What follows belongs to an exercise in optimizing a design on an open flow for a short achievable clock period and few clock cycles; a production flow would make more cautious choices.
Only simulation tests tie the RTL to the original design; equivalence was not proved.
Power is estimated from default activity; no workload was simulated.

==> violet: inputs <==
==> flow/design.v <==
`timescale 1ns / 1ps
module FastAdd #(parameter W = 13, parameter L = 4) (
    input  wire [W-1:0] a,
    input  wire [W-1:0] b,
    output wire [W-1:0] s,
    output wire         co
);
    wire [W-1:0] g [0:L];
    wire [W-1:0] p [0:L];
    assign g[0] = a & b;
    assign p[0] = a ^ b;
    genvar i, j;
    generate
        for (i = 0; i < L; i = i + 1) begin : lvl
            for (j = 0; j < W; j = j + 1) begin : bit_
                if (j >= (1 << i)) begin : m
                    assign g[i+1][j] = g[i][j] | (p[i][j] & g[i][j - (1 << i)]);
                    assign p[i+1][j] = p[i][j] & p[i][j - (1 << i)];
                end else begin : c
                    assign g[i+1][j] = g[i][j];
                    assign p[i+1][j] = p[i][j];
                end
            end
        end
    endgenerate
    assign s  = p[0] ^ {g[L][W-2:0], 1'b0};
    assign co = g[L][W-1];
endmodule
module NextPc (
    input  wire        late,
    input  wire [31:0] late_pc,
    input  wire        use_f,
    input  wire [31:0] f_tgt,
    input  wire [31:0] early_pc,
    output wire [31:0] pc_next
);
    wire [31:0] inner = use_f ? f_tgt : early_pc;
    assign pc_next = late ? late_pc : inner;
endmodule
module Hold #(parameter W = 31) (
    input  wire         hold,
    input  wire [W-1:0] q,
    input  wire [W-1:0] d,
    output wire [W-1:0] o
);
    assign o = hold ? q : d;
endmodule
`timescale 1ns / 1ps
module TopLevelProcessor (
    input  wire        clk,
    input  wire        rst,
    output wire [31:0] imem_addr,
    input  wire [31:0] imem_rdata,
    output wire        dmem_we,
    output wire        dmem_re,
    output wire [31:0] dmem_addr,
    output wire [31:0] dmem_wdata,
    input  wire [31:0] dmem_rdata
);
    localparam NB = 4;    
    localparam NW = 2;    
    integer k;
    reg rst_q;
    always @(posedge clk) rst_q <= rst;
    reg  [31:0] pc_f;
    reg  [31:0]   ir;
    reg  [31:0]   pc_x;
    reg           v_x;
    reg           x_op, x_imm, x_ld, x_st, x_br, x_sub, x_wr;
    reg  [10:0]   x_immls;           
    reg  [31:1]   x_s1, x_s2;        
    reg           x_fw1, x_fw2;      
    reg           x_ldh;             
    reg           x_bh;              
    reg  [NW-1:0] x_bi;              
    reg         m_we, m_re, m_wen, m_ld;
    reg  [4:0]  m_rd;
    reg  [31:0] m_addr, m_wdata, m_res;
    reg            bv   [0:NB-1];
    reg  [9:0]     btag [0:NB-1];
    reg  [9:0]     btgt [0:NB-1];
    reg  [NW-1:0]  bptr;
    reg            u_v, u_set;
    reg  [NW-1:0]  u_idx;
    reg  [9:0]     u_tag, u_tgt;
    reg            p_hit;
    reg  [NW-1:0]  p_idx;
    reg  [9:0]     p_low;
    always @(*) begin
        p_hit = 1'b0;
        p_idx = {NW{1'b0}};
        p_low = 10'd0;
        for (k = 0; k < NB; k = k + 1) begin
            if (bv[k] && btag[k] == pc_f[11:2]) begin
                p_hit = 1'b1;
                p_idx = k[NW-1:0];
                p_low = p_low | btgt[k];
            end
        end
    end
    wire [31:0] p_tgt = {pc_f[31:12], p_low, pc_f[1:0]};
    wire [31:0] fi    = imem_rdata;
    wire [6:0]  f_opc = fi[6:0];
    wire [4:0]  f_rs1 = fi[19:15];
    wire [4:0]  f_rs2 = fi[24:20];
    wire f_op  = (f_opc == 7'b0110011);
    wire f_imm = (f_opc == 7'b0010011);
    wire f_ld  = (f_opc == 7'b0000011);
    wire f_st  = (f_opc == 7'b0100011);
    wire f_br  = (f_opc == 7'b1100011);
    wire f_use1 = f_op | f_imm | f_ld | f_st | f_br;
    wire f_use2 = f_op | f_st | f_br;
    wire f_wr  = (f_op | f_imm | f_ld) && (fi[11:7] != 5'd0);
    wire [10:0] f_immls = f_st ? {fi[30:25], fi[11:7]} : fi[30:20];
    wire f_sub = fi[30] && (fi[14:12] == 3'b000);
    reg  [31:1] f_s1, f_s2;
    always @(*) begin
        for (k = 1; k < 32; k = k + 1) begin
            f_s1[k] = (f_rs1 == k);
            f_s2[k] = (f_rs2 == k);
        end
    end
    wire f_jmp = f_br && (f_rs1 == f_rs2);
    wire [31:0] f_immb = {{19{fi[31]}}, fi[31], fi[7], fi[30:25], fi[11:8], 1'b0};
    wire [12:0] f_lo;
    wire        f_co;
    FastAdd #(.W(13), .L(4)) u_flo (.a(pc_f[12:0]), .b(f_immb[12:0]), .s(f_lo), .co(f_co));
    wire [2:0] f3 = ir[14:12];
    wire [4:0] rd = ir[11:7];
    wire [31:0] imm_b = {{19{ir[31]}}, ir[31], ir[7], ir[30:25], ir[11:8], 1'b0};
    wire [31:0] wb_data = m_ld ? dmem_rdata : m_res;
    reg  [31:0] rf [1:31];
    always @(posedge clk) begin
        for (k = 1; k < 32; k = k + 1) begin
            if (rst_q)
                rf[k] <= 32'b0;
            else if (m_wen && m_rd == k)
                rf[k] <= wb_data;
        end
    end
    reg  [31:0] a, b;
    always @(*) begin
        a = {32{x_fw1}} & m_res;
        b = {32{x_fw2}} & m_res;
        for (k = 1; k < 32; k = k + 1) begin
            a = a | ({32{x_s1[k]}} & rf[k]);
            b = b | ({32{x_s2[k]}} & rf[k]);
        end
    end
    wire stall = v_x && x_ldh;
    wire go    = v_x && !x_ldh;
    wire fw1_n = go && x_wr && !x_ld && (rd == f_rs1);
    wire fw2_n = go && x_wr && !x_ld && (rd == f_rs2);
    localparam XW = 32 + 32 + 7 + 11 + 1 + NW;
    wire [XW-1:0] xn;
    Hold #(.W(XW)) u_hx (.hold(stall),
        .q({ir, pc_x, x_op, x_imm, x_ld, x_st, x_br, x_sub, x_wr, x_immls, x_bh, x_bi}),
        .d({fi, pc_f, f_op, f_imm, f_ld, f_st, f_br, f_sub, f_wr, f_immls, p_hit, p_idx}),
        .o(xn));
    wire [31:1] s1_n, s2_n;
    Hold #(.W(31)) u_h1 (.hold(stall), .q(x_s1), .d(f_s1 & {31{!fw1_n}}), .o(s1_n));
    Hold #(.W(31)) u_h2 (.hold(stall), .q(x_s2), .d(f_s2 & {31{!fw2_n}}), .o(s2_n));
    wire [31:0] sum_rr = a + (x_sub ? ~b : b) + {31'b0, x_sub};
    wire [31:0] sum_ri = a + {{21{ir[31]}}, x_immls};
    reg  [31:0] op_res;
    always @(*) begin
        case (f3)
            3'b001:  op_res = a << b[4:0];
            3'b100:  op_res = a ^ b;
            3'b101:  op_res = a >> b[4:0];
            3'b110:  op_res = a | b;
            3'b111:  op_res = a & b;
            default: op_res = sum_rr;
        endcase
    end
    wire [31:0] res = x_op ? op_res : sum_ri;
    wire        eq     = (a == b);
    wire        taken  = x_br && eq;
    wire [31:0] target = pc_x + imm_b;
    wire [31:0] pc_x4  = pc_x + 32'd4;
    wire        bad_t  = go && (pc_f != target);    
    wire        bad_n  = go && (pc_f != pc_x4);     
    wire        redir  = taken ? bad_t : bad_n;
    wire [31:0] base   = p_hit ? p_tgt : pc_f + 32'd4;
    wire        late   = rst || redir;
    wire [31:0] late_pc = rst ? 32'b0 : (taken ? target : pc_x4);
    wire        use_f  = f_jmp && !stall;
    wire [31:0] early_pc = stall ? pc_f : base;
    wire [31:0] pc_next;
    NextPc u_npc (
        .late (late), .late_pc (late_pc),
        .use_f (use_f), .f_tgt ({pc_f[31:13], f_lo}),
        .early_pc (early_pc),
        .pc_next (pc_next)
    );
    always @(posedge clk) pc_f <= pc_next;
    always @(posedge clk) begin
        if (rst) begin
            v_x  <= 1'b0;
            m_we <= 1'b0;
            m_re <= 1'b0;
            u_v  <= 1'b0;
            bptr <= {NW{1'b0}};
            for (k = 0; k < NB; k = k + 1) bv[k] <= 1'b0;
        end else begin
            if (!stall)
                v_x  <= !redir;
            m_we <= go && x_st;
            m_re <= go && x_ld;
            u_v  <= redir && (taken || x_bh);
            if (redir && taken && !x_bh)
                bptr <= bptr + 1'b1;
            if (u_v)
                bv[u_idx] <= u_set;
        end
    end
    always @(posedge clk) begin
        u_set <= taken;
        u_idx <= x_bh ? x_bi : bptr;
        u_tag <= pc_x[11:2];
        u_tgt <= target[11:2];
        if (u_v && u_set) begin
            btag[u_idx] <= u_tag;
            btgt[u_idx] <= u_tgt;
        end
        {ir, pc_x, x_op, x_imm, x_ld, x_st, x_br, x_sub, x_wr, x_immls, x_bh, x_bi} <= xn;
        x_s1 <= s1_n;
        x_s2 <= s2_n;
        x_fw1 <= fw1_n;
        x_fw2 <= fw2_n;
        x_ldh <= go && x_wr &&  x_ld && ((rd == f_rs1 && f_use1) || (rd == f_rs2 && f_use2));
        m_wen   <= go && x_wr;
        m_ld    <= go && x_ld;
        m_rd    <= rd;
        m_addr  <= sum_ri;
        m_wdata <= b;
        m_res   <= res;
    end
    assign imem_addr  = pc_f;
    assign dmem_we    = m_we;
    assign dmem_re    = m_re;
    assign dmem_addr  = m_addr;
    assign dmem_wdata = m_wdata;
endmodule
==> flow/flow/run.sh <==
#!/bin/bash
# The standard layout (standard.sh: standard synthesis, floorplan, place,
# CTS, route, finish) with two changes to how it is made: the timing repair
# steps are asked to leave extra setup slack so that they keep optimising the
# design's real paths, and the port buffers are a plain buffer cell that the
# repair steps can size. The SDC, clock period and every other setting are
# the standard flow's own. The make output goes to standard_flow.log; each ORFS step logs
# to orfs/logs/.
set -euo pipefail
export SETUP_SLACK_MARGIN=${SETUP_MARGIN_NS:-20.4}
export BUFFER_PORTS_ARGS="-buffer_cell sky130_fd_sc_hd__buf_4"
bash standard.sh > standard_flow.log 2>&1
==> flow/standard.sh <==
#!/bin/bash
# synth_recipe.tcl (not shown) runs the flow's synth.tcl, then flattens the netlist and writes it again
# the make line also repeats each setting of config.mk as NAME=value (left out here)
make -C /OpenROAD-flow-scripts/flow DESIGN_CONFIG=/design/flow/config.mk WORK_HOME=/design/flow/orfs CLKGATE_MAP_FILE= SYNTH_SCRIPT=/design/flow/synth_recipe.tcl "${@:-finish}"
==> flow/config.mk <==
export PLATFORM = sky130hd
export DESIGN_NAME = TopLevelProcessor
export DESIGN_NICKNAME = TopLevelProcessor
export VERILOG_FILES = /design/flow/design.v
export SDC_FILE = /design/flow/constraint.sdc
export NUM_CORES = 4
export LEC_CHECK = 0
export CAP_MARGIN = 20
export CORE_MARGIN = 2
export CORE_UTILIZATION = 25
export CTS_CLUSTER_DIAMETER = 100
export CTS_CLUSTER_SIZE = 20
export PLACE_DENSITY = 0.45
export SLEW_MARGIN = 20
export SYNTH_HIERARCHICAL = 1
export SYNTH_MINIMUM_KEEP_SIZE = 0
==> flow/constraint.sdc <==
create_clock -name core_clock -period 27.0 [get_ports {clk}]
set_input_delay 5.4000 -clock core_clock [delete_from_list [all_inputs] [get_ports {clk}]]
set_output_delay 5.4000 -clock core_clock [all_outputs]
set_load 0.01 [all_outputs]
==> harbor: changes against violet <==
--- a/flow/design.v
+++ b/flow/design.v
@@ -69,3 +69,3 @@
     reg           x_op, x_imm, x_ld, x_st, x_br, x_sub, x_wr;
-    reg  [10:0]   x_immls;           
+    reg  [31:0]   x_immls;           
     reg  [31:1]   x_s1, x_s2;        
@@ -113,3 +113,4 @@
     wire f_wr  = (f_op | f_imm | f_ld) && (fi[11:7] != 5'd0);
-    wire [10:0] f_immls = f_st ? {fi[30:25], fi[11:7]} : fi[30:20];
+    wire [31:0] f_immls = f_st ? {{20{fi[31]}}, fi[31:25], fi[11:7]}
+                               : {{20{fi[31]}}, fi[31:20]};
     wire f_sub = fi[30] && (fi[14:12] == 3'b000);
@@ -153,8 +154,2 @@
     wire fw2_n = go && x_wr && !x_ld && (rd == f_rs2);
-    localparam XW = 32 + 32 + 7 + 11 + 1 + NW;
-    wire [XW-1:0] xn;
-    Hold #(.W(XW)) u_hx (.hold(stall),
-        .q({ir, pc_x, x_op, x_imm, x_ld, x_st, x_br, x_sub, x_wr, x_immls, x_bh, x_bi}),
-        .d({fi, pc_f, f_op, f_imm, f_ld, f_st, f_br, f_sub, f_wr, f_immls, p_hit, p_idx}),
-        .o(xn));
     wire [31:1] s1_n, s2_n;
@@ -163,3 +158,3 @@
     wire [31:0] sum_rr = a + (x_sub ? ~b : b) + {31'b0, x_sub};
-    wire [31:0] sum_ri = a + {{21{ir[31]}}, x_immls};
+    wire [31:0] sum_ri = a + x_immls;
     reg  [31:0] op_res;
@@ -225,3 +220,16 @@
         end
-        {ir, pc_x, x_op, x_imm, x_ld, x_st, x_br, x_sub, x_wr, x_immls, x_bh, x_bi} <= xn;
+        if (!stall) begin
+            ir      <= fi;
+            pc_x    <= pc_f;
+            x_op    <= f_op;
+            x_imm   <= f_imm;
+            x_ld    <= f_ld;
+            x_st    <= f_st;
+            x_br    <= f_br;
+            x_sub   <= f_sub;
+            x_wr    <= f_wr;
+            x_immls <= f_immls;
+            x_bh    <= p_hit;
+            x_bi    <= p_idx;
+        end
         x_s1 <= s1_n;
CORE_UTILIZATION = 40   (was 25)
PLACE_DENSITY = 0.6   (was 0.45)
==> juniper: changes against violet <==
--- a/flow/design.v
+++ b/flow/design.v
@@ -69,3 +69,3 @@
     reg           x_op, x_imm, x_ld, x_st, x_br, x_sub, x_wr;
-    reg  [10:0]   x_immls;           
+    reg  [31:0]   x_immls;           
     reg  [31:1]   x_s1, x_s2;        
@@ -113,3 +113,4 @@
     wire f_wr  = (f_op | f_imm | f_ld) && (fi[11:7] != 5'd0);
-    wire [10:0] f_immls = f_st ? {fi[30:25], fi[11:7]} : fi[30:20];
+    wire [31:0] f_immls = f_st ? {{20{fi[31]}}, fi[31:25], fi[11:7]}
+                               : {{20{fi[31]}}, fi[31:20]};
     wire f_sub = fi[30] && (fi[14:12] == 3'b000);
@@ -153,8 +154,2 @@
     wire fw2_n = go && x_wr && !x_ld && (rd == f_rs2);
-    localparam XW = 32 + 32 + 7 + 11 + 1 + NW;
-    wire [XW-1:0] xn;
-    Hold #(.W(XW)) u_hx (.hold(stall),
-        .q({ir, pc_x, x_op, x_imm, x_ld, x_st, x_br, x_sub, x_wr, x_immls, x_bh, x_bi}),
-        .d({fi, pc_f, f_op, f_imm, f_ld, f_st, f_br, f_sub, f_wr, f_immls, p_hit, p_idx}),
-        .o(xn));
     wire [31:1] s1_n, s2_n;
@@ -163,3 +158,3 @@
     wire [31:0] sum_rr = a + (x_sub ? ~b : b) + {31'b0, x_sub};
-    wire [31:0] sum_ri = a + {{21{ir[31]}}, x_immls};
+    wire [31:0] sum_ri = a + x_immls;
     reg  [31:0] op_res;
@@ -225,3 +220,16 @@
         end
-        {ir, pc_x, x_op, x_imm, x_ld, x_st, x_br, x_sub, x_wr, x_immls, x_bh, x_bi} <= xn;
+        if (!stall) begin
+            ir      <= fi;
+            pc_x    <= pc_f;
+            x_op    <= f_op;
+            x_imm   <= f_imm;
+            x_ld    <= f_ld;
+            x_st    <= f_st;
+            x_br    <= f_br;
+            x_sub   <= f_sub;
+            x_wr    <= f_wr;
+            x_immls <= f_immls;
+            x_bh    <= p_hit;
+            x_bi    <= p_idx;
+        end
         x_s1 <= s1_n;
CORE_UTILIZATION = 35   (was 25)
PLACE_DENSITY = 0.55   (was 0.45)
==> ember: changes against violet <==
--- a/flow/design.v
+++ b/flow/design.v
@@ -28,2 +28,10 @@
 endmodule
+module IncDec #(parameter W = 19) (
+    input  wire [W-1:0] x,
+    output wire [W-1:0] p1,
+    output wire [W-1:0] m1
+);
+    assign p1 = x + 1'b1;
+    assign m1 = x - 1'b1;
+endmodule
 module NextPc (
@@ -32,3 +40,8 @@
     input  wire        use_f,
-    input  wire [31:0] f_tgt,
+    input  wire        sign,
+    input  wire [12:0] f_lo,
+    input  wire        f_co,
+    input  wire [18:0] pc_hi,
+    input  wire [18:0] pc_hi_p1,
+    input  wire [18:0] pc_hi_m1,
     input  wire [31:0] early_pc,
@@ -36,12 +49,5 @@
 );
-    wire [31:0] inner = use_f ? f_tgt : early_pc;
+    wire [18:0] f_hi  = (sign == f_co) ? pc_hi : (f_co ? pc_hi_p1 : pc_hi_m1);
+    wire [31:0] inner = use_f ? {f_hi, f_lo} : early_pc;
     assign pc_next = late ? late_pc : inner;
-endmodule
-module Hold #(parameter W = 31) (
-    input  wire         hold,
-    input  wire [W-1:0] q,
-    input  wire [W-1:0] d,
-    output wire [W-1:0] o
-);
-    assign o = hold ? q : d;
 endmodule
@@ -69,3 +75,3 @@
     reg           x_op, x_imm, x_ld, x_st, x_br, x_sub, x_wr;
-    reg  [10:0]   x_immls;           
+    reg  [31:0]   x_immls;           
     reg  [31:1]   x_s1, x_s2;        
@@ -113,3 +119,4 @@
     wire f_wr  = (f_op | f_imm | f_ld) && (fi[11:7] != 5'd0);
-    wire [10:0] f_immls = f_st ? {fi[30:25], fi[11:7]} : fi[30:20];
+    wire [31:0] f_immls = f_st ? {{20{fi[31]}}, fi[31:25], fi[11:7]}
+                               : {{20{fi[31]}}, fi[31:20]};
     wire f_sub = fi[30] && (fi[14:12] == 3'b000);
@@ -127,2 +134,4 @@
     FastAdd #(.W(13), .L(4)) u_flo (.a(pc_f[12:0]), .b(f_immb[12:0]), .s(f_lo), .co(f_co));
+    wire [18:0] pc_hi_p1, pc_hi_m1;
+    IncDec #(.W(19)) u_fhi (.x(pc_f[31:13]), .p1(pc_hi_p1), .m1(pc_hi_m1));
     wire [2:0] f3 = ir[14:12];
@@ -140,9 +149,9 @@
     end
-    reg  [31:0] a, b;
-    always @(*) begin
-        a = {32{x_fw1}} & m_res;
-        b = {32{x_fw2}} & m_res;
+    reg  [31:0] rf1, rf2;
+    always @(*) begin
+        rf1 = 32'b0;
+        rf2 = 32'b0;
         for (k = 1; k < 32; k = k + 1) begin
-            a = a | ({32{x_s1[k]}} & rf[k]);
-            b = b | ({32{x_s2[k]}} & rf[k]);
+            rf1 = rf1 | ({32{x_s1[k]}} & rf[k]);
+            rf2 = rf2 | ({32{x_s2[k]}} & rf[k]);
         end
@@ -151,15 +160,6 @@
     wire go    = v_x && !x_ldh;
-    wire fw1_n = go && x_wr && !x_ld && (rd == f_rs1);
-    wire fw2_n = go && x_wr && !x_ld && (rd == f_rs2);
-    localparam XW = 32 + 32 + 7 + 11 + 1 + NW;
-    wire [XW-1:0] xn;
-    Hold #(.W(XW)) u_hx (.hold(stall),
-        .q({ir, pc_x, x_op, x_imm, x_ld, x_st, x_br, x_sub, x_wr, x_immls, x_bh, x_bi}),
-        .d({fi, pc_f, f_op, f_imm, f_ld, f_st, f_br, f_sub, f_wr, f_immls, p_hit, p_idx}),
-        .o(xn));
-    wire [31:1] s1_n, s2_n;
-    Hold #(.W(31)) u_h1 (.hold(stall), .q(x_s1), .d(f_s1 & {31{!fw1_n}}), .o(s1_n));
-    Hold #(.W(31)) u_h2 (.hold(stall), .q(x_s2), .d(f_s2 & {31{!fw2_n}}), .o(s2_n));
+    wire [31:0] a = x_fw1 ? m_res : rf1;
+    wire [31:0] b = x_fw2 ? m_res : rf2;
     wire [31:0] sum_rr = a + (x_sub ? ~b : b) + {31'b0, x_sub};
-    wire [31:0] sum_ri = a + {{21{ir[31]}}, x_immls};
+    wire [31:0] sum_ri = a + x_immls;
     reg  [31:0] op_res;
@@ -176,4 +176,3 @@
     wire [31:0] res = x_op ? op_res : sum_ri;
-    wire        eq     = (a == b);
-    wire        taken  = x_br && eq;
+    wire        taken  = x_br && (a == b);
     wire [31:0] target = pc_x + imm_b;
@@ -191,3 +190,4 @@
         .late (late), .late_pc (late_pc),
-        .use_f (use_f), .f_tgt ({pc_f[31:13], f_lo}),
+        .use_f (use_f), .sign (fi[31]), .f_lo (f_lo), .f_co (f_co),
+        .pc_hi (pc_f[31:13]), .pc_hi_p1 (pc_hi_p1), .pc_hi_m1 (pc_hi_m1),
         .early_pc (early_pc),
@@ -225,7 +225,20 @@
         end
-        {ir, pc_x, x_op, x_imm, x_ld, x_st, x_br, x_sub, x_wr, x_immls, x_bh, x_bi} <= xn;
-        x_s1 <= s1_n;
-        x_s2 <= s2_n;
-        x_fw1 <= fw1_n;
-        x_fw2 <= fw2_n;
+        if (!stall) begin
+            ir      <= fi;
+            pc_x    <= pc_f;
+            x_op    <= f_op;
+            x_imm   <= f_imm;
+            x_ld    <= f_ld;
+            x_st    <= f_st;
+            x_br    <= f_br;
+            x_sub   <= f_sub;
+            x_wr    <= f_wr;
+            x_immls <= f_immls;
+            x_s1    <= f_s1;
+            x_s2    <= f_s2;
+            x_bh    <= p_hit;
+            x_bi    <= p_idx;
+        end
+        x_fw1 <= go && x_wr && !x_ld && (rd == f_rs1);
+        x_fw2 <= go && x_wr && !x_ld && (rd == f_rs2);
         x_ldh <= go && x_wr &&  x_ld && ((rd == f_rs1 && f_use1) || (rd == f_rs2 && f_use2));
==> summary of the runs <==
Critical path depth is the same in juniper and harbor.
In juniper the register-to-register slack is higher than in violet, by 0.10 ns.
Total power, highest first: ember, violet, juniper, harbor.
In juniper the final area is smaller than in ember, by 6.5%.
Against violet, the first-iteration DRC count of ember is smaller by about 0.26%.
Testbench counts of violet, summed over its fixed seeds: cycles 14,746.
Testbench counts of harbor, summed over its fixed seeds: cycles 14,746.
Testbench counts of juniper, summed over its fixed seeds: cycles 14,746.
Testbench counts of ember, summed over its fixed seeds: cycles 14,746.

-- port drivers added, routing unchanged --
In the flow no input, the clock included, has a driving cell. The finished layouts below were timed again as built, in two steps. Step 1 sets driving cells, clkbuf_16 on the clock port and buf_2 on the other inputs (assumed; they add their load-dependent delay and slew). Step 2 also shifts input and output timing later by t, the mid clock arrival at the registers, as if the neighbouring blocks saw the same clock. Slacks: ideal / step 1 / step 2; pairs: ideal / step 1.
run	t, ns	setup WS [ns]	clock arrival spread, ns	worst register clock-pin slew, ns
violet	0.891	20.268 / 20.154 / 19.546	0.093 / 0.094	0.09 / 0.09
harbor	0.841	20.262 / 20.167 / 19.653	0.089 / 0.089	0.10 / 0.10
juniper	0.867	20.260 / 20.170 / 19.661	0.077 / 0.077	0.10 / 0.10
ember	0.876	20.128 / 20.128 / 19.369	0.118 / 0.118	0.10 / 0.10
After both steps every run listed still meets setup and hold. The setup slack of ember, which loses most, moves by 0.000 ns with the drivers and by -0.759 ns with both steps.
